This design comes from an exercise in tuning for small area and a short achievable clock period on the open sky130 flow, not from production work. Only simulation tests tie the RTL to the original design; equivalence was not proved.

## design/flow/run.sh

```bash
#!/bin/bash
# synth_recipe.tcl (not shown) runs the flow's synth.tcl, then flattens the netlist and writes it again
# the make line also repeats each setting of config.mk as NAME=value (left out here)
make -C /OpenROAD-flow-scripts/flow DESIGN_CONFIG=/design/flow/config.mk WORK_HOME=/design/flow/orfs CLKGATE_MAP_FILE= SYNTH_SCRIPT=/design/flow/synth_recipe.tcl finish
```

## design/flow/config.mk

```make
export PLATFORM = sky130hd
export DESIGN_NAME = top_32bit
export DESIGN_NICKNAME = top_32bit
export VERILOG_FILES = /design/flow/design.v
export SDC_FILE = /design/flow/constraint.sdc
export NUM_CORES = 4
export LEC_CHECK = 0
export CAP_MARGIN = 20
export CORE_MARGIN = 2
export CORE_UTILIZATION = 40
export SLEW_MARGIN = 20
```

## design/flow/constraint.sdc

```tcl
create_clock -name core_clock -period 12.0 [get_ports {clk}]
set_input_delay 2.4000 -clock core_clock [delete_from_list [all_inputs] [get_ports {clk}]]
set_output_delay 2.4000 -clock core_clock [all_outputs]
set_load 0.01 [all_outputs]
```

## design/flow/design.v

```verilog
module top_32bit(
    input               clk,
    input               we,
    input               reset,
    input      [31:0]   data,
    input      [1:0]    p_sel,
    input      [31:0]   P0,
    input      [31:0]   P1,
    output     [31:0]   P0_out,
    output     [31:0]   P1_out,
    output     [31:0]   data_out
  );
  localparam [2:0] OP_ADD = 3'd0, OP_SUB = 3'd1, OP_MUL = 3'd2, OP_AND = 3'd3,
                   OP_OR  = 3'd4, OP_XOR = 3'd5, OP_LT  = 3'd6;
  reg  [4:0]  a1;
  reg         first;
  always @(posedge clk or posedge reset)
    if (reset) a1 <= 5'd0;
    else       a1 <= first ? 5'd0 : a1 + 5'd1;
  always @(posedge clk)
    first <= reset;
  wire [3:0] d_op = data[31:28];
  wire [2:0] d_rs = data[27:25];
  wire [2:0] d_rA = data[24:22];
  wire [2:0] d_rB = data[21:19];
  reg  [2:0] e_op, e_A, e_B;
  always @* begin
    e_A = d_rA;
    e_B = d_rB;
    case (d_op)
      4'b0000: e_op = OP_ADD;
      4'b0001: e_op = OP_SUB;
      4'b0010: e_op = OP_MUL;
      4'b0011: e_op = OP_AND;
      4'b0100: e_op = OP_OR;
      4'b0101: e_op = OP_XOR;
      4'b0110: begin e_op = OP_LT; e_A = d_rB; e_B = d_rA; end
      4'b0111: e_op = OP_LT;
      4'b1001: begin e_op = OP_AND; e_B = d_rA; end
      default: begin e_op = OP_XOR; e_B = d_rA; end
    endcase
  end
  wire [11:0] enc = {e_op, d_rs, e_A, e_B};
  reg  [11:0] mem [0:31];
  always @(posedge clk)
    if (we) mem[a1] <= enc;
  reg  [11:0] J;
  always @(posedge clk)
    J <= we ? enc : mem[a1];
  wire [2:0] j_op = J[11:9];
  wire [2:0] j_rs = J[8:6];
  wire [2:0] j_A  = J[5:3];
  wire [2:0] j_B  = J[2:0];
  reg  [255:0] R;
  reg  [2:0]   rs_cur;    
  reg  [31:0]  Y;         
  wire [31:0] wb0 = p_sel[0] ? Y : P0;
  wire [31:0] wb1 = p_sel[1] ? Y : P1;
  wire [31:0] wb  = (rs_cur == 3'd0) ? wb0 : (rs_cur == 3'd1) ? wb1 : Y;
  genvar k;
  generate
    for (k = 0; k < 8; k = k + 1) begin : g_reg
      always @(posedge clk or posedge reset)
        if (reset)
          R[32*k +: 32] <= 32'd0;
        else if (rs_cur == k)
          R[32*k +: 32] <= (k == 0) ? wb0 : (k == 1) ? wb1 : Y;
    end
  endgenerate
  wire [31:0] rA_val = R[32*j_A +: 32];
  wire [31:0] rB_val = R[32*j_B +: 32];
  wire [31:0] A = (j_A == rs_cur) ? wb : rA_val;
  wire [31:0] B = (j_B == rs_cur) ? wb : rB_val;
  wire        sub  = (j_op == OP_SUB) | (j_op == OP_LT);
  wire [32:0] sum  = {1'b0, A} + {1'b0, B ^ {32{sub}}} + {32'd0, sub};
  wire [31:0] prod;
  mul16 u_mul (.a(A[15:0]), .b(B[15:0]), .p(prod));
  reg  [31:0] alu;
  always @* begin
    case (j_op)
      OP_ADD, OP_SUB: alu = sum[31:0];
      OP_MUL:         alu = prod;
      OP_OR:          alu = A | B;
      OP_XOR:         alu = A ^ B;
      OP_LT:          alu = {31'd0, ~sum[32]};
      default:        alu = A & B;
    endcase
  end
  always @(posedge clk or posedge reset)
    if (reset) begin
      Y      <= 32'd0;
      rs_cur <= 3'd0;
    end else begin
      Y      <= alu;
      rs_cur <= j_rs;
    end
  assign P0_out   = R[31:0];
  assign P1_out   = R[63:32];
  assign data_out = Y;
endmodule
module mul16(input [15:0] a, input [15:0] b, output [31:0] p);
  wire one1;
  wire two2;
  wire neg3;
  wire pp4;
  wire pp5;
  wire pp6;
  wire pp7;
  wire pp8;
  wire pp9;
  wire pp10;
  wire pp11;
  wire pp12;
  wire pp13;
  wire pp14;
  wire pp15;
  wire pp16;
  wire pp17;
  wire pp18;
  wire pp19;
  wire pp20;
  wire ns21;
  wire one22;
  wire two23;
  wire neg24;
  wire pp25;
  wire pp26;
  wire pp27;
  wire pp28;
  wire pp29;
  wire pp30;
  wire pp31;
  wire pp32;
  wire pp33;
  wire pp34;
  wire pp35;
  wire pp36;
  wire pp37;
  wire pp38;
  wire pp39;
  wire pp40;
  wire pp41;
  wire ns42;
  wire one43;
  wire two44;
  wire neg45;
  wire pp46;
  wire pp47;
  wire pp48;
  wire pp49;
  wire pp50;
  wire pp51;
  wire pp52;
  wire pp53;
  wire pp54;
  wire pp55;
  wire pp56;
  wire pp57;
  wire pp58;
  wire pp59;
  wire pp60;
  wire pp61;
  wire pp62;
  wire ns63;
  wire one64;
  wire two65;
  wire neg66;
  wire pp67;
  wire pp68;
  wire pp69;
  wire pp70;
  wire pp71;
  wire pp72;
  wire pp73;
  wire pp74;
  wire pp75;
  wire pp76;
  wire pp77;
  wire pp78;
  wire pp79;
  wire pp80;
  wire pp81;
  wire pp82;
  wire pp83;
  wire ns84;
  wire one85;
  wire two86;
  wire neg87;
  wire pp88;
  wire pp89;
  wire pp90;
  wire pp91;
  wire pp92;
  wire pp93;
  wire pp94;
  wire pp95;
  wire pp96;
  wire pp97;
  wire pp98;
  wire pp99;
  wire pp100;
  wire pp101;
  wire pp102;
  wire pp103;
  wire pp104;
  wire ns105;
  wire one106;
  wire two107;
  wire neg108;
  wire pp109;
  wire pp110;
  wire pp111;
  wire pp112;
  wire pp113;
  wire pp114;
  wire pp115;
  wire pp116;
  wire pp117;
  wire pp118;
  wire pp119;
  wire pp120;
  wire pp121;
  wire pp122;
  wire pp123;
  wire pp124;
  wire pp125;
  wire ns126;
  wire one127;
  wire two128;
  wire neg129;
  wire pp130;
  wire pp131;
  wire pp132;
  wire pp133;
  wire pp134;
  wire pp135;
  wire pp136;
  wire pp137;
  wire pp138;
  wire pp139;
  wire pp140;
  wire pp141;
  wire pp142;
  wire pp143;
  wire pp144;
  wire pp145;
  wire pp146;
  wire ns147;
  wire one148;
  wire two149;
  wire neg150;
  wire pp151;
  wire pp152;
  wire pp153;
  wire pp154;
  wire pp155;
  wire pp156;
  wire pp157;
  wire pp158;
  wire pp159;
  wire pp160;
  wire pp161;
  wire pp162;
  wire pp163;
  wire pp164;
  wire pp165;
  wire pp166;
  wire pp167;
  wire ns168;
  wire one169;
  wire two170;
  wire neg171;
  wire pp172;
  wire pp173;
  wire pp174;
  wire pp175;
  wire pp176;
  wire pp177;
  wire pp178;
  wire pp179;
  wire pp180;
  wire pp181;
  wire pp182;
  wire pp183;
  wire pp184;
  wire pp185;
  wire pp186;
  wire pp187;
  wire s188;
  wire c189;
  wire s190;
  wire c191;
  wire s192;
  wire c193;
  wire s194;
  wire c195;
  wire s196;
  wire c197;
  wire s198;
  wire c199;
  wire s200;
  wire c201;
  wire s202;
  wire c203;
  wire s204;
  wire c205;
  wire s206;
  wire c207;
  wire s208;
  wire c209;
  wire s210;
  wire c211;
  wire s212;
  wire c213;
  wire s214;
  wire c215;
  wire s216;
  wire c217;
  wire s218;
  wire c219;
  wire s220;
  wire c221;
  wire s222;
  wire c223;
  wire s224;
  wire c225;
  wire s226;
  wire c227;
  wire s228;
  wire c229;
  wire s230;
  wire c231;
  wire s232;
  wire c233;
  wire s234;
  wire c235;
  wire s236;
  wire c237;
  wire s238;
  wire c239;
  wire s240;
  wire c241;
  wire s242;
  wire c243;
  wire s244;
  wire c245;
  wire s246;
  wire c247;
  wire s248;
  wire c249;
  wire s250;
  wire c251;
  wire s252;
  wire c253;
  wire s254;
  wire c255;
  wire s256;
  wire c257;
  wire s258;
  wire c259;
  wire s260;
  wire c261;
  wire s262;
  wire c263;
  wire s264;
  wire c265;
  wire s266;
  wire c267;
  wire s268;
  wire c269;
  wire s270;
  wire c271;
  wire s272;
  wire c273;
  wire s274;
  wire c275;
  wire s276;
  wire c277;
  wire s278;
  wire c279;
  wire s280;
  wire c281;
  wire s282;
  wire c283;
  wire s284;
  wire c285;
  wire s286;
  wire c287;
  wire s288;
  wire c289;
  wire s290;
  wire c291;
  wire s292;
  wire c293;
  wire s294;
  wire c295;
  wire s296;
  wire c297;
  wire s298;
  wire c299;
  wire s300;
  wire c301;
  wire s302;
  wire c303;
  wire s304;
  wire c305;
  wire s306;
  wire c307;
  wire s308;
  wire c309;
  wire s310;
  wire c311;
  wire s312;
  wire c313;
  wire s314;
  wire c315;
  wire s316;
  wire c317;
  wire s318;
  wire c319;
  wire s320;
  wire c321;
  wire s322;
  wire c323;
  wire s324;
  wire c325;
  wire s326;
  wire c327;
  wire s328;
  wire c329;
  wire s330;
  wire c331;
  wire s332;
  wire c333;
  wire s334;
  wire c335;
  wire s336;
  wire c337;
  wire s338;
  wire c339;
  wire s340;
  wire c341;
  wire s342;
  wire c343;
  wire s344;
  wire c345;
  wire s346;
  wire c347;
  wire s348;
  wire c349;
  wire s350;
  wire c351;
  wire s352;
  wire c353;
  wire s354;
  wire c355;
  wire s356;
  wire c357;
  wire s358;
  wire c359;
  wire s360;
  wire c361;
  wire s362;
  wire c363;
  wire s364;
  wire c365;
  wire s366;
  wire c367;
  wire s368;
  wire c369;
  wire s370;
  wire c371;
  wire s372;
  wire c373;
  wire s374;
  wire c375;
  wire s376;
  wire c377;
  wire s378;
  wire c379;
  wire s380;
  wire c381;
  wire s382;
  wire c383;
  wire s384;
  wire c385;
  wire s386;
  wire c387;
  wire s388;
  wire c389;
  wire s390;
  wire c391;
  wire s392;
  wire c393;
  wire s394;
  wire c395;
  wire s396;
  wire c397;
  wire s398;
  wire c399;
  wire s400;
  wire c401;
  wire s402;
  wire c403;
  wire s404;
  wire c405;
  wire s406;
  wire c407;
  wire s408;
  wire c409;
  wire s410;
  wire c411;
  wire s412;
  wire c413;
  wire s414;
  wire c415;
  wire s416;
  wire c417;
  wire s418;
  wire c419;
  wire s420;
  wire c421;
  wire s422;
  wire c423;
  wire s424;
  wire c425;
  wire s426;
  wire c427;
  wire s428;
  wire c429;
  wire s430;
  wire c431;
  wire s432;
  wire c433;
  wire s434;
  wire c435;
  wire s436;
  wire c437;
  wire s438;
  wire c439;
  wire s440;
  wire c441;
  wire s442;
  wire c443;
  wire s444;
  wire c445;
  wire s446;
  wire c447;
  wire s448;
  wire c449;
  wire s450;
  wire c451;
  assign one1 = b[0] ^ 1'b0;
  assign two2 = (b[1] & ~b[0] & ~1'b0) | (~b[1] & b[0] & 1'b0);
  assign neg3 = b[1];
  assign pp4 = ((one1 & a[0]) | (two2 & 1'b0)) ^ neg3;
  assign pp5 = ((one1 & a[1]) | (two2 & a[0])) ^ neg3;
  assign pp6 = ((one1 & a[2]) | (two2 & a[1])) ^ neg3;
  assign pp7 = ((one1 & a[3]) | (two2 & a[2])) ^ neg3;
  assign pp8 = ((one1 & a[4]) | (two2 & a[3])) ^ neg3;
  assign pp9 = ((one1 & a[5]) | (two2 & a[4])) ^ neg3;
  assign pp10 = ((one1 & a[6]) | (two2 & a[5])) ^ neg3;
  assign pp11 = ((one1 & a[7]) | (two2 & a[6])) ^ neg3;
  assign pp12 = ((one1 & a[8]) | (two2 & a[7])) ^ neg3;
  assign pp13 = ((one1 & a[9]) | (two2 & a[8])) ^ neg3;
  assign pp14 = ((one1 & a[10]) | (two2 & a[9])) ^ neg3;
  assign pp15 = ((one1 & a[11]) | (two2 & a[10])) ^ neg3;
  assign pp16 = ((one1 & a[12]) | (two2 & a[11])) ^ neg3;
  assign pp17 = ((one1 & a[13]) | (two2 & a[12])) ^ neg3;
  assign pp18 = ((one1 & a[14]) | (two2 & a[13])) ^ neg3;
  assign pp19 = ((one1 & a[15]) | (two2 & a[14])) ^ neg3;
  assign pp20 = ((one1 & 1'b0) | (two2 & a[15])) ^ neg3;
  assign ns21 = ~neg3;
  assign one22 = b[2] ^ b[1];
  assign two23 = (b[3] & ~b[2] & ~b[1]) | (~b[3] & b[2] & b[1]);
  assign neg24 = b[3];
  assign pp25 = ((one22 & a[0]) | (two23 & 1'b0)) ^ neg24;
  assign pp26 = ((one22 & a[1]) | (two23 & a[0])) ^ neg24;
  assign pp27 = ((one22 & a[2]) | (two23 & a[1])) ^ neg24;
  assign pp28 = ((one22 & a[3]) | (two23 & a[2])) ^ neg24;
  assign pp29 = ((one22 & a[4]) | (two23 & a[3])) ^ neg24;
  assign pp30 = ((one22 & a[5]) | (two23 & a[4])) ^ neg24;
  assign pp31 = ((one22 & a[6]) | (two23 & a[5])) ^ neg24;
  assign pp32 = ((one22 & a[7]) | (two23 & a[6])) ^ neg24;
  assign pp33 = ((one22 & a[8]) | (two23 & a[7])) ^ neg24;
  assign pp34 = ((one22 & a[9]) | (two23 & a[8])) ^ neg24;
  assign pp35 = ((one22 & a[10]) | (two23 & a[9])) ^ neg24;
  assign pp36 = ((one22 & a[11]) | (two23 & a[10])) ^ neg24;
  assign pp37 = ((one22 & a[12]) | (two23 & a[11])) ^ neg24;
  assign pp38 = ((one22 & a[13]) | (two23 & a[12])) ^ neg24;
  assign pp39 = ((one22 & a[14]) | (two23 & a[13])) ^ neg24;
  assign pp40 = ((one22 & a[15]) | (two23 & a[14])) ^ neg24;
  assign pp41 = ((one22 & 1'b0) | (two23 & a[15])) ^ neg24;
  assign ns42 = ~neg24;
  assign one43 = b[4] ^ b[3];
  assign two44 = (b[5] & ~b[4] & ~b[3]) | (~b[5] & b[4] & b[3]);
  assign neg45 = b[5];
  assign pp46 = ((one43 & a[0]) | (two44 & 1'b0)) ^ neg45;
  assign pp47 = ((one43 & a[1]) | (two44 & a[0])) ^ neg45;
  assign pp48 = ((one43 & a[2]) | (two44 & a[1])) ^ neg45;
  assign pp49 = ((one43 & a[3]) | (two44 & a[2])) ^ neg45;
  assign pp50 = ((one43 & a[4]) | (two44 & a[3])) ^ neg45;
  assign pp51 = ((one43 & a[5]) | (two44 & a[4])) ^ neg45;
  assign pp52 = ((one43 & a[6]) | (two44 & a[5])) ^ neg45;
  assign pp53 = ((one43 & a[7]) | (two44 & a[6])) ^ neg45;
  assign pp54 = ((one43 & a[8]) | (two44 & a[7])) ^ neg45;
  assign pp55 = ((one43 & a[9]) | (two44 & a[8])) ^ neg45;
  assign pp56 = ((one43 & a[10]) | (two44 & a[9])) ^ neg45;
  assign pp57 = ((one43 & a[11]) | (two44 & a[10])) ^ neg45;
  assign pp58 = ((one43 & a[12]) | (two44 & a[11])) ^ neg45;
  assign pp59 = ((one43 & a[13]) | (two44 & a[12])) ^ neg45;
  assign pp60 = ((one43 & a[14]) | (two44 & a[13])) ^ neg45;
  assign pp61 = ((one43 & a[15]) | (two44 & a[14])) ^ neg45;
  assign pp62 = ((one43 & 1'b0) | (two44 & a[15])) ^ neg45;
  assign ns63 = ~neg45;
  assign one64 = b[6] ^ b[5];
  assign two65 = (b[7] & ~b[6] & ~b[5]) | (~b[7] & b[6] & b[5]);
  assign neg66 = b[7];
  assign pp67 = ((one64 & a[0]) | (two65 & 1'b0)) ^ neg66;
  assign pp68 = ((one64 & a[1]) | (two65 & a[0])) ^ neg66;
  assign pp69 = ((one64 & a[2]) | (two65 & a[1])) ^ neg66;
  assign pp70 = ((one64 & a[3]) | (two65 & a[2])) ^ neg66;
  assign pp71 = ((one64 & a[4]) | (two65 & a[3])) ^ neg66;
  assign pp72 = ((one64 & a[5]) | (two65 & a[4])) ^ neg66;
  assign pp73 = ((one64 & a[6]) | (two65 & a[5])) ^ neg66;
  assign pp74 = ((one64 & a[7]) | (two65 & a[6])) ^ neg66;
  assign pp75 = ((one64 & a[8]) | (two65 & a[7])) ^ neg66;
  assign pp76 = ((one64 & a[9]) | (two65 & a[8])) ^ neg66;
  assign pp77 = ((one64 & a[10]) | (two65 & a[9])) ^ neg66;
  assign pp78 = ((one64 & a[11]) | (two65 & a[10])) ^ neg66;
  assign pp79 = ((one64 & a[12]) | (two65 & a[11])) ^ neg66;
  assign pp80 = ((one64 & a[13]) | (two65 & a[12])) ^ neg66;
  assign pp81 = ((one64 & a[14]) | (two65 & a[13])) ^ neg66;
  assign pp82 = ((one64 & a[15]) | (two65 & a[14])) ^ neg66;
  assign pp83 = ((one64 & 1'b0) | (two65 & a[15])) ^ neg66;
  assign ns84 = ~neg66;
  assign one85 = b[8] ^ b[7];
  assign two86 = (b[9] & ~b[8] & ~b[7]) | (~b[9] & b[8] & b[7]);
  assign neg87 = b[9];
  assign pp88 = ((one85 & a[0]) | (two86 & 1'b0)) ^ neg87;
  assign pp89 = ((one85 & a[1]) | (two86 & a[0])) ^ neg87;
  assign pp90 = ((one85 & a[2]) | (two86 & a[1])) ^ neg87;
  assign pp91 = ((one85 & a[3]) | (two86 & a[2])) ^ neg87;
  assign pp92 = ((one85 & a[4]) | (two86 & a[3])) ^ neg87;
  assign pp93 = ((one85 & a[5]) | (two86 & a[4])) ^ neg87;
  assign pp94 = ((one85 & a[6]) | (two86 & a[5])) ^ neg87;
  assign pp95 = ((one85 & a[7]) | (two86 & a[6])) ^ neg87;
  assign pp96 = ((one85 & a[8]) | (two86 & a[7])) ^ neg87;
  assign pp97 = ((one85 & a[9]) | (two86 & a[8])) ^ neg87;
  assign pp98 = ((one85 & a[10]) | (two86 & a[9])) ^ neg87;
  assign pp99 = ((one85 & a[11]) | (two86 & a[10])) ^ neg87;
  assign pp100 = ((one85 & a[12]) | (two86 & a[11])) ^ neg87;
  assign pp101 = ((one85 & a[13]) | (two86 & a[12])) ^ neg87;
  assign pp102 = ((one85 & a[14]) | (two86 & a[13])) ^ neg87;
  assign pp103 = ((one85 & a[15]) | (two86 & a[14])) ^ neg87;
  assign pp104 = ((one85 & 1'b0) | (two86 & a[15])) ^ neg87;
  assign ns105 = ~neg87;
  assign one106 = b[10] ^ b[9];
  assign two107 = (b[11] & ~b[10] & ~b[9]) | (~b[11] & b[10] & b[9]);
  assign neg108 = b[11];
  assign pp109 = ((one106 & a[0]) | (two107 & 1'b0)) ^ neg108;
  assign pp110 = ((one106 & a[1]) | (two107 & a[0])) ^ neg108;
  assign pp111 = ((one106 & a[2]) | (two107 & a[1])) ^ neg108;
  assign pp112 = ((one106 & a[3]) | (two107 & a[2])) ^ neg108;
  assign pp113 = ((one106 & a[4]) | (two107 & a[3])) ^ neg108;
  assign pp114 = ((one106 & a[5]) | (two107 & a[4])) ^ neg108;
  assign pp115 = ((one106 & a[6]) | (two107 & a[5])) ^ neg108;
  assign pp116 = ((one106 & a[7]) | (two107 & a[6])) ^ neg108;
  assign pp117 = ((one106 & a[8]) | (two107 & a[7])) ^ neg108;
  assign pp118 = ((one106 & a[9]) | (two107 & a[8])) ^ neg108;
  assign pp119 = ((one106 & a[10]) | (two107 & a[9])) ^ neg108;
  assign pp120 = ((one106 & a[11]) | (two107 & a[10])) ^ neg108;
  assign pp121 = ((one106 & a[12]) | (two107 & a[11])) ^ neg108;
  assign pp122 = ((one106 & a[13]) | (two107 & a[12])) ^ neg108;
  assign pp123 = ((one106 & a[14]) | (two107 & a[13])) ^ neg108;
  assign pp124 = ((one106 & a[15]) | (two107 & a[14])) ^ neg108;
  assign pp125 = ((one106 & 1'b0) | (two107 & a[15])) ^ neg108;
  assign ns126 = ~neg108;
  assign one127 = b[12] ^ b[11];
  assign two128 = (b[13] & ~b[12] & ~b[11]) | (~b[13] & b[12] & b[11]);
  assign neg129 = b[13];
  assign pp130 = ((one127 & a[0]) | (two128 & 1'b0)) ^ neg129;
  assign pp131 = ((one127 & a[1]) | (two128 & a[0])) ^ neg129;
  assign pp132 = ((one127 & a[2]) | (two128 & a[1])) ^ neg129;
  assign pp133 = ((one127 & a[3]) | (two128 & a[2])) ^ neg129;
  assign pp134 = ((one127 & a[4]) | (two128 & a[3])) ^ neg129;
  assign pp135 = ((one127 & a[5]) | (two128 & a[4])) ^ neg129;
  assign pp136 = ((one127 & a[6]) | (two128 & a[5])) ^ neg129;
  assign pp137 = ((one127 & a[7]) | (two128 & a[6])) ^ neg129;
  assign pp138 = ((one127 & a[8]) | (two128 & a[7])) ^ neg129;
  assign pp139 = ((one127 & a[9]) | (two128 & a[8])) ^ neg129;
  assign pp140 = ((one127 & a[10]) | (two128 & a[9])) ^ neg129;
  assign pp141 = ((one127 & a[11]) | (two128 & a[10])) ^ neg129;
  assign pp142 = ((one127 & a[12]) | (two128 & a[11])) ^ neg129;
  assign pp143 = ((one127 & a[13]) | (two128 & a[12])) ^ neg129;
  assign pp144 = ((one127 & a[14]) | (two128 & a[13])) ^ neg129;
  assign pp145 = ((one127 & a[15]) | (two128 & a[14])) ^ neg129;
  assign pp146 = ((one127 & 1'b0) | (two128 & a[15])) ^ neg129;
  assign ns147 = ~neg129;
  assign one148 = b[14] ^ b[13];
  assign two149 = (b[15] & ~b[14] & ~b[13]) | (~b[15] & b[14] & b[13]);
  assign neg150 = b[15];
  assign pp151 = ((one148 & a[0]) | (two149 & 1'b0)) ^ neg150;
  assign pp152 = ((one148 & a[1]) | (two149 & a[0])) ^ neg150;
  assign pp153 = ((one148 & a[2]) | (two149 & a[1])) ^ neg150;
  assign pp154 = ((one148 & a[3]) | (two149 & a[2])) ^ neg150;
  assign pp155 = ((one148 & a[4]) | (two149 & a[3])) ^ neg150;
  assign pp156 = ((one148 & a[5]) | (two149 & a[4])) ^ neg150;
  assign pp157 = ((one148 & a[6]) | (two149 & a[5])) ^ neg150;
  assign pp158 = ((one148 & a[7]) | (two149 & a[6])) ^ neg150;
  assign pp159 = ((one148 & a[8]) | (two149 & a[7])) ^ neg150;
  assign pp160 = ((one148 & a[9]) | (two149 & a[8])) ^ neg150;
  assign pp161 = ((one148 & a[10]) | (two149 & a[9])) ^ neg150;
  assign pp162 = ((one148 & a[11]) | (two149 & a[10])) ^ neg150;
  assign pp163 = ((one148 & a[12]) | (two149 & a[11])) ^ neg150;
  assign pp164 = ((one148 & a[13]) | (two149 & a[12])) ^ neg150;
  assign pp165 = ((one148 & a[14]) | (two149 & a[13])) ^ neg150;
  assign pp166 = ((one148 & a[15]) | (two149 & a[14])) ^ neg150;
  assign pp167 = ((one148 & 1'b0) | (two149 & a[15])) ^ neg150;
  assign ns168 = ~neg150;
  assign one169 = 1'b0 ^ b[15];
  assign two170 = (1'b0 & ~1'b0 & ~b[15]) | (~1'b0 & 1'b0 & b[15]);
  assign neg171 = 1'b0;
  assign pp172 = one169 & a[0];
  assign pp173 = one169 & a[1];
  assign pp174 = one169 & a[2];
  assign pp175 = one169 & a[3];
  assign pp176 = one169 & a[4];
  assign pp177 = one169 & a[5];
  assign pp178 = one169 & a[6];
  assign pp179 = one169 & a[7];
  assign pp180 = one169 & a[8];
  assign pp181 = one169 & a[9];
  assign pp182 = one169 & a[10];
  assign pp183 = one169 & a[11];
  assign pp184 = one169 & a[12];
  assign pp185 = one169 & a[13];
  assign pp186 = one169 & a[14];
  assign pp187 = one169 & a[15];
  assign {c189,s188} = pp14 + pp33;
  assign {c191,s190} = pp15 + pp34;
  assign {c193,s192} = pp16 + pp35 + pp54;
  assign {c195,s194} = pp73 + pp92;
  assign {c197,s196} = pp17 + pp36 + pp55;
  assign {c199,s198} = pp74 + pp93;
  assign {c201,s200} = pp18 + pp37 + pp56;
  assign {c203,s202} = pp75 + pp94 + pp113;
  assign {c205,s204} = pp132 + pp151;
  assign {c207,s206} = pp19 + pp38 + pp57;
  assign {c209,s208} = pp76 + pp95 + pp114;
  assign {c211,s210} = pp133 + pp152;
  assign {c213,s212} = pp20 + pp39 + pp58;
  assign {c215,s214} = pp77 + pp96 + pp115;
  assign {c217,s216} = pp134 + pp153 + pp172;
  assign {c219,s218} = neg3 + pp40 + pp59;
  assign {c221,s220} = pp78 + pp97 + pp116;
  assign {c223,s222} = pp135 + pp154 + pp173;
  assign {c225,s224} = neg3 + pp41 + pp60;
  assign {c227,s226} = pp79 + pp98 + pp117;
  assign {c229,s228} = pp136 + pp155 + pp174;
  assign {c231,s230} = ns21 + ns42 + pp61;
  assign {c233,s232} = pp80 + pp99 + pp118;
  assign {c235,s234} = pp137 + pp156 + pp175;
  assign {c237,s236} = 1'b1 + pp62 + pp81;
  assign {c239,s238} = pp100 + pp119 + pp138;
  assign {c241,s240} = pp157 + pp176;
  assign {c243,s242} = ns63 + pp82 + pp101;
  assign {c245,s244} = pp120 + pp139 + pp158;
  assign {c247,s246} = 1'b1 + pp83 + pp102;
  assign {c249,s248} = pp121 + pp140;
  assign {c251,s250} = ns84 + pp103 + pp122;
  assign {c253,s252} = 1'b1 + pp104;
  assign {c255,s254} = pp10 + pp29;
  assign {c257,s256} = pp11 + pp30;
  assign {c259,s258} = pp12 + pp31 + pp50;
  assign {c261,s260} = pp69 + pp88;
  assign {c263,s262} = pp13 + pp32 + pp51;
  assign {c265,s264} = pp70 + pp89;
  assign {c267,s266} = s188 + pp52 + pp71;
  assign {c269,s268} = pp90 + pp109 + neg108;
  assign {c271,s270} = c189 + s190 + pp53;
  assign {c273,s272} = pp72 + pp91 + pp110;
  assign {c275,s274} = c191 + s192 + s194;
  assign {c277,s276} = pp111 + pp130 + neg129;
  assign {c279,s278} = c193 + c195 + s196;
  assign {c281,s280} = s198 + pp112 + pp131;
  assign {c283,s282} = c197 + c199 + s200;
  assign {c285,s284} = s202 + s204 + neg150;
  assign {c287,s286} = c201 + c203 + c205;
  assign {c289,s288} = s206 + s208 + s210;
  assign {c291,s290} = c207 + c209 + c211;
  assign {c293,s292} = s212 + s214 + s216;
  assign {c295,s294} = c213 + c215 + c217;
  assign {c297,s296} = s218 + s220 + s222;
  assign {c299,s298} = c219 + c221 + c223;
  assign {c301,s300} = s224 + s226 + s228;
  assign {c303,s302} = c225 + c227 + c229;
  assign {c305,s304} = s230 + s232 + s234;
  assign {c307,s306} = c231 + c233 + c235;
  assign {c309,s308} = s236 + s238 + s240;
  assign {c311,s310} = c237 + c239 + c241;
  assign {c313,s312} = s242 + s244 + pp177;
  assign {c315,s314} = c243 + c245 + s246;
  assign {c317,s316} = s248 + pp159 + pp178;
  assign {c319,s318} = c247 + c249 + s250;
  assign {c321,s320} = pp141 + pp160 + pp179;
  assign {c323,s322} = c251 + s252 + pp123;
  assign {c325,s324} = pp142 + pp161 + pp180;
  assign {c327,s326} = c253 + ns105 + pp124;
  assign {c329,s328} = pp143 + pp162 + pp181;
  assign {c331,s330} = 1'b1 + pp125 + pp144;
  assign {c333,s332} = pp163 + pp182;
  assign {c335,s334} = ns126 + pp145 + pp164;
  assign {c337,s336} = 1'b1 + pp146;
  assign {c339,s338} = pp8 + pp27;
  assign {c341,s340} = pp9 + pp28;
  assign {c343,s342} = s254 + pp48 + pp67;
  assign {c345,s344} = c255 + s256 + pp49;
  assign {c347,s346} = c257 + s258 + s260;
  assign {c349,s348} = c259 + c261 + s262;
  assign {c351,s350} = c263 + c265 + s266;
  assign {c353,s352} = c267 + c269 + s270;
  assign {c355,s354} = c271 + c273 + s274;
  assign {c357,s356} = c275 + c277 + s278;
  assign {c359,s358} = c279 + c281 + s282;
  assign {c361,s360} = c283 + c285 + s286;
  assign {c363,s362} = c287 + c289 + s290;
  assign {c365,s364} = c291 + c293 + s294;
  assign {c367,s366} = c295 + c297 + s298;
  assign {c369,s368} = c299 + c301 + s302;
  assign {c371,s370} = c303 + c305 + s306;
  assign {c373,s372} = c307 + c309 + s310;
  assign {c375,s374} = c311 + c313 + s314;
  assign {c377,s376} = c315 + c317 + s318;
  assign {c379,s378} = c319 + c321 + s322;
  assign {c381,s380} = c323 + c325 + s326;
  assign {c383,s382} = c327 + c329 + s330;
  assign {c385,s384} = c331 + c333 + s334;
  assign {c387,s386} = c335 + s336 + pp165;
  assign {c389,s388} = c337 + ns147 + pp166;
  assign {c391,s390} = 1'b1 + pp167;
  assign {c393,s392} = pp6 + pp25;
  assign {c395,s394} = pp7 + pp26;
  assign {c397,s396} = s338 + pp46 + neg45;
  assign {c399,s398} = c339 + s340 + pp47;
  assign {c401,s400} = c341 + s342 + neg66;
  assign {c403,s402} = c343 + s344 + pp68;
  assign {c405,s404} = c345 + s346 + neg87;
  assign {c407,s406} = c347 + s348 + s264;
  assign {c409,s408} = c349 + s350 + s268;
  assign {c411,s410} = c351 + s352 + s272;
  assign {c413,s412} = c353 + s354 + s276;
  assign {c415,s414} = c355 + s356 + s280;
  assign {c417,s416} = c357 + s358 + s284;
  assign {c419,s418} = c359 + s360 + s288;
  assign {c421,s420} = c361 + s362 + s292;
  assign {c423,s422} = c363 + s364 + s296;
  assign {c425,s424} = c365 + s366 + s300;
  assign {c427,s426} = c367 + s368 + s304;
  assign {c429,s428} = c369 + s370 + s308;
  assign {c431,s430} = c371 + s372 + s312;
  assign {c433,s432} = c373 + s374 + s316;
  assign {c435,s434} = c375 + s376 + s320;
  assign {c437,s436} = c377 + s378 + s324;
  assign {c439,s438} = c379 + s380 + s328;
  assign {c441,s440} = c381 + s382 + s332;
  assign {c443,s442} = c383 + s384 + pp183;
  assign {c445,s444} = c385 + s386 + pp184;
  assign {c447,s446} = c387 + s388 + pp185;
  assign {c449,s448} = c389 + s390 + pp186;
  assign {c451,s450} = c391 + ns168 + pp187;
  wire [31:0] ra = {c449, c447, c445, c443, c441, c439, c437, c435, c433, c431, c429, c427, c425, c423, c421, c419, c417, c415, c413, c411, c409, c407, c405, c403, c401, c399, c397, c395, c393, s392, pp5, pp4};
  wire [31:0] rb = {s450, s448, s446, s444, s442, s440, s438, s436, s434, s432, s430, s428, s426, s424, s422, s420, s418, s416, s414, s412, s410, s408, s406, s404, s402, s400, s398, s396, s394, neg24, 1'b0, neg3};
  assign p = ra + rb;
endmodule
```

==> impl_metrics.csv, run 1 <==
group,metric,value,unit
run_status,status,"timing/DRC/antenna clean",
route,dr.pass1.iters,9,
run,drv_cap,0,
timing,tns,0,ps
synth,ys_seq_area_share,42.2,%
final_layout,drive_gt1_share,13.7,%
place,globalplace.congestion,0.952,
setup_path,cp.buffers_inverters,5,
floorplan,num_rows,123,
synth,yosysTopAreaCell,"edfxtp_1",
setup_path,slowest_stage,"a211oi_1",
route,drcViolationCount,0,
setup_path,start_kind,"flip-flop",
hold_path,min_path_type,"flip-flop to flip-flop",
timing,final_hold_viol_count,0,
route,drt_wl_total,152000,um
setup_path,worstSetupPathType,"flip-flop to flip-flop",
route,ant_nets,0,
final_layout,register_area,19100,sq um
synth,syn_inst,4568,
route,num_vias,36388,
floorplan,die_w,340,um
global_routing,grt_pass1_vias,34645,
synth,async_flop_share,43.1,%
global_routing,grt.busiest_layer,"met2",
global_routing,grt_util_met3,5.59,%
synth,syn_area,45100,sq um
setup_path,arrival,10960,ps
setup_path,critPathTopFamily,"compound AO/OA/AOI/OAI gates",
synth,synth_area_leaders,"edfxtp_1, dfrtp_1, nand2_1, mux2_2, fa_1",
synth,avgSynthCellArea,9.88,sq um
synth,synth-edff-count,384,
cts,cts_setup_buffers,0,
final_layout,fin_area,50400,sq um
timing,tightest_slew,1200,ps
cts,clk_latency,650,ps
floorplan,die_area,116000,sq um
timing,fin_skew,27.3,ps
global_routing,grt_max_degree,143,
timing,relSlewSlack,19.9,%
cts,h-tree-depth,3,
cts,cts_root_buf,"clkbuf_16",
final_layout,final_nets,4884,
final_layout,multiInputGateArea,23400,sq um
final_layout,areaGrowthSynthToFinish,11.7,%
floorplan,io_pins,197,
timing,finalSetupViolCount,0,
final_layout,layout.cells.non_filler,6078,
timing,hold_ws,460,ps
setup_path,max_stage_delay,740,ps
setup_path,critPathMaxFanout,52,
timing,rsz0062_at_grt,"no",
global_routing,grt_use_total,25.8,%
global_routing,grt-ovfl-total,0,
floorplan,initial_core_util,40.2,%
place,dp_cells,5954,
global_routing,met1_usage,34.5,%
place,io_buffers,177,
cts,clk_pin_slew,60,ps
timing,fmax,95.9,MHz
cts,postCtsHoldBufs,0,
timing,min_period,10430,ps
place,hpwlAfterDp,101000,um
cts,cts-buffers-inserted,72,
timing,period_share,86.9,%
synth,synth_nets,4924,
synth,yosysWarningCount,1,
synth,synthFlopType,"edfxtp_1",
cts,clk_path_buf_depth,3,
floorplan,die_y,340,um
final_layout,n_antenna_cell,0,
final_layout,n_fill_cell,10541,
global_routing,grtUsageMet2,40.6,%
place,place_area,48100,sq um
global_routing,grt_pass1_wl,227000,um
floorplan,core_area,112000,sq um
cts,cts_tree,"done",
timing,drv_slew,0,
global_routing,antenna_found_initial,1,
route,drtIter0Drc,3893,
route,viasPerCell,5.99,
setup_path,required,12530,ps
synth,yosysTopAreaCellShare,25.5,%
cts,cts_sinks,686,
setup_path,end_kind,"flip-flop",
synth,synth-seq-cells,686,
route,wire_per_inst,25.1,um
cts,ctsResizeCount,0,
synth,synth_cell_types,88,
-- area by class of cell --
cell class	instances	area share, %
Inverter	188	1.41
Sequential cell	686	37.8
Multi-Input combinational cell	3237	46.4
Timing Repair Buffer	343	6.04
Tap cell	1500	3.72
Clock buffer	101	3.97
Clock inverter	23	0.601
-- logic make-up after synthesis --
| group | after synthesis | synth area share (%) |
|---|---|---|
| DFF | 686 | 42.2 |
| muxes | 416 | 12.5 |
| xor gates and xnor gates | 107 | 2.08 |
| AOI/OAI and AO/OA | 1066 | 14.8 |
| and+or+nand+nor | 1390 | 13.3 |
| adders and majority gates | 258 | 8.87 |
| buffers and inverters | 645 | 6.26 |
-- cells in the mapped netlist, drive strengths merged, types with 11 or more instances --
library cell	n
a21o	66
a21oi	320
a221oi	11
a22oi	37
a311oi	29
a31oi	52
and3	32
buf	146
clkbuf	311
dfrtp	296
edfxtp	384
fa	104
ha	151
inv	184
mux2	211
mux2i	113
mux4	92
nand2	650
nand2b	18
nand3	278
nand3b	12
nor2	324
nor3	20
o211ai	23
o21ai	245
o21bai	18
o221ai	85
o22ai	120
xnor2	89
xor2	18
-- per-stage QoR --
stage / util, % / worst slack [ps]
6_report: 44.9 / 1570
5_1_grt: 44.9 / 1000
4_1_cts: 44.9 / 1650
3_5_place_dp: 42.9 / 1190
3_3_place_gp: 42.9 / 1230
2_1_floorplan: - / 1420
-- registers in the layout, indices dropped and copies added, names as in the netlist, named ones only --
register  flops
Y            32
first         1
rs_cur        3
a1            5
R           256
mem         384
-- layer usage --
layer	wire, um	part of all wire [%]	up-vias
met4	6960	4.6	2
met5	10	0.0066	-
li1	-	-	16318
met3	14600	9.6	314
met1	61200	40	17901
met2	69700	46	1853
-- worst paths after layout --
path,end,cells past startpoint,slack [ps],start
max,Y[26],34,1570,flip-flop
min,flip-flop,0,460,a1[1]
max reg2reg,Y[26],34,1570,flip-flop
min reg2reg,flip-flop,0,460,a1[1]
max in group asynchronous,Y[18],3,8290,reset
min in group asynchronous,R[1],2,2320,reset
-- cell usage in the layout (no fill, tap or decap), types with 89 or more instances in the layout --
| cell type | instances |
|---|---|
| o22ai_1 | 119 |
| nand3_1 | 277 |
| a21oi_1 | 317 |
| xnor2_1 | 89 |
| edfxtp_1 | 384 |
| mux2i_1 | 111 |
| buf_4 | 162 |
| mux2_2 | 210 |
| nand2_1 | 650 |
| nor2_1 | 321 |
| fa_1 | 104 |
| clkdlybuf4s50_1 | 172 |
| ha_1 | 151 |
| inv_1 | 180 |
| dfrtp_1 | 296 |
| o21ai_0 | 235 |
==> inputs of run 2 (changes only) <==
--- a/design/flow/config.mk
+++ b/design/flow/config.mk
@@ -7,2 +7,3 @@
 export LEC_CHECK = 0
+export ABC_CLOCK_PERIOD_IN_PS = 6000
 export CAP_MARGIN = 20
@@ -10,2 +11,3 @@
 export CORE_UTILIZATION = 40
+export SETUP_SLACK_MARGIN = 5
 export SLEW_MARGIN = 20
==> run 2 against run 1 <==
Sequential share of layout area shrank 3.9 points; global-route usage grew 3.0 points; maximum frequency rose by 25%; via count increased by 8.3%; flip-flop and latch count did not move; cell area rose by 11%; synthesized cell count unchanged; critical endpoint is now Y[30].
==> impl_metrics.csv, run 2 <==
group,metric,value,unit
hold_path,worst_hold_path.num_cells,0,
synth,synth_nets,4924,
setup_path,arrival,8880,ps
setup_path,r2r_setup_slack,3680,ps
synth,synth_top_family_by_area,"compound AO/OA/AOI/OAI gates",
timing,rsz0062_at_grt,"yes",
route,viasPerCell,6.17,
setup_path,timing.rr.end,"Y[30]",
synth,synth_cell_types,88,
timing,finalWorstSetupSlack,3630,ps
setup_path,critPathMaxFanout,16,
final_layout,fin_area,56200,sq um
timing,tns,0,ps
synth,syn_inst,4568,
setup_path,worstSetupPathType,"primary input to flip-flop",
hold_path,min_from,"a1[1]",
setup_path,cp.buffers_inverters,8,
timing,drv_slew,0,
floorplan,die_y,340,um
synth,synth_xor_area_share,2.08,%
floorplan,die_w,340,um
final_layout,final_nets,5190,
floorplan,num_rows,123,
synth,synth-edff-count,384,
synth,synthFlopType,"edfxtp_1",
global_routing,grt_max_degree,61,
cts,cts-buffers-inserted,72,
timing,finalSetupViolCount,0,
synth,syn_area,45100,sq um
hold_path,min_path_type,"flip-flop to flip-flop",
final_layout,largest_reg_flops,384,
route,drcViolationCount,0,
synth,synth_area_leaders,"edfxtp_1, dfrtp_1, nand2_1, mux2_2, fa_1",
synth,synth-seq-cells,686,
setup_path,start_kind,"primary input",
cts,h-tree-depth,3,
synth,synth_common_cells,"nand2_1, edfxtp_1, nor2_1",
global_routing,grt_use_total,28.8,%
synth,synth_compound_area_share,14.8,%
synth,async_flop_share,43.1,%
setup_path,end_kind,"flip-flop",
synth,yosysMostFrequentCell,"nand2_1",
global_routing,grt_pass1_wl,251000,um
setup_path,max_stage_delay,600,ps
setup_path,critPathTopFamily,"compound AO/OA/AOI/OAI gates",
timing,fmax,120,MHz
run,drv_cap,0,
timing,min_period,8370,ps
cts,clk_pin_slew,60,ps
place,io_buffers,177,
synth,yosysTopAreaCell,"edfxtp_1",
cts,clk_latency,660,ps
global_routing,antenna_found_initial,5,
final_layout,reg.largest.list,"mem (384), R (256), Y (32)",
timing,fin_skew,32.8,ps
synth,yosysTopAreaCellShare,25.5,%
cts,cts_tree,"done",
run_status,status,"timing/DRC/antenna clean",
timing,tightest_slew,1040,ps
cts,postCtsHoldBufs,0,
final_layout,final_common_cell,"nand2_1",
floorplan,core_area,112000,sq um
synth,ys_seq_area_share,42.2,%
place,place_area,48200,sq um
route,ant_nets,0,
route,wire_per_inst,27.0,um
final_layout,areaGrowthSynthToFinish,24.4,%
synth,synth_simple_gate_area_share,13.3,%
final_layout,layout_common_cells,"nand2_1, edfxtp_1, buf_4, dfrtp_1, nor2_1",
route,drt_wl_total,173000,um
setup_path,rr_worst_depth,39,
place,globalplace.congestion,0.970,
timing,relSlewSlack,30.2,%
global_routing,grt-ovfl-total,0,
timing,final_hold_viol_count,0,
final_layout,drive_gt1_share,25.3,%
cts,clk_path_buf_depth,3,
timing,period_share,69.7,%
route,dr.pass1.iters,6,
cts,cts_sinks,686,
synth,avgSynthCellArea,9.88,sq um
setup_path,required,12520,ps
floorplan,io_pins,197,
route,num_vias,39402,
route,drtIter0Drc,4951,
floorplan,initial_core_util,40.2,%
setup_path,slowest_stage,"fa_1",
synth,synthAdderAreaFrac,8.87,%
cts,cts_root_buf,"clkbuf_16",
floorplan,die_area,116000,sq um
place,hpwlAfterDp,104000,um
synth,yosysWarningCount,1,
global_routing,grt_pass1_vias,37676,
synth,synthMuxAreaShare,12.5,%
place,place_ws,1890,ps
final_layout,top_register,"mem",
[run 2: cell counts after synthesis]
No cell type changed its count.
[run 2: cells by family (layout without fill, tap and decap cells)]
logic type,after synthesis,in the layout
xor gates and xnor gates,107,107
other,0,2
adders and majority gates,258,258
and+or+nand+nor,1390,1400
DFF,686,686
AOI/OAI and AO/OA,1066,1067
buffers and inverters,645,952
muxes,416,416
[run 2: area by class of cell]
| class | instances | area, sq um |
|---|---|---|
| clock inverter | 19 | 284 |
| timing repair buffer | 635 | 6650 |
| multi-input combinational | 3248 | 25400 |
| tap | 1500 | 1880 |
| timing repair inverter | 3 | 20.0 |
| sequential | 686 | 19100 |
| antenna | 2 | 5.00 |
| clock buffer | 107 | 2050 |
| fill | 9887 | 56000 |
| inverter | 188 | 786 |
[run 2: per-stage QoR]
stage,hold WS (ps),utilization [%],instances
after floorplan,345,-,4568
after global placement,445,43.0,5945
after detailed placement,461,43.0,5945
after CTS,474,48.9,6310
after global routing,515,50.1,6386
final,475,50.1,6388
[run 2: worst max-delay path by stage]
stage                     startpoint  endpoint  slack [ps]  cells past startpoint
after global placement     flip-flop     Y[26]        1910                     30
after detailed placement   flip-flop     Y[26]        1890                     30
final                       p_sel[1]     Y[30]        3630                     34
after CTS                   p_sel[0]     Y[26]        3830                     33
after global routing       flip-flop     Y[30]        3490                     39
after floorplan             p_sel[1]     Y[26]        3720                     31
[run 2: layer usage]
layer	up-vias	share of wire, %	GRT usage (%)
met5	-	0.023	0
met4	6	6.3	14.9
met3	540	11	6.28
met2	2450	45	45.0
met1	19400	38	37.6
li1	17006	-	-
[run 2: what timing repair did]
action,in CTS,in global routing
buffers inserted,210,66
pin swaps,116,113
endpoints found under the setup margin,30,27
cloned,29,8
resized for setup,433,145

## what the ideal ports hide
The flow's constraints put no driver on any port. The routed layouts listed below were extracted and timed again, unchanged, in two steps.
Step 1 sets driving cells, clkbuf_16 on the clock port and buf_2 on the other inputs (assumed; they add their load-dependent delay and slew).
Step 2, shift: input delay + t, output delay - t, t = (earliest + latest rising clock arrival at the registers) / 2. This alone moves slack from input paths to output paths.
a / b / c = ideal / step 1 / step 2; a / b = the first two.
| run | t (ns) | setup slack, ns | worst hold slack (ns) | worst data-port slew with drivers (ns) |
|---|---|---|---|---|
| run 1 | 0.699 | 1.569 / 1.569 / 1.005 | 0.460 / 0.460 / 0.460 | 0.14 |
| run 2 | 0.710 | 3.635 / 3.673 / 2.963 | 0.475 / 0.475 / 0.475 | 0.05 |
After both steps setup and hold are still met in every run listed. For run 2, which loses most, drivers alone change the setup slack by +0.038 ns; drivers and shift together by -0.672 ns.
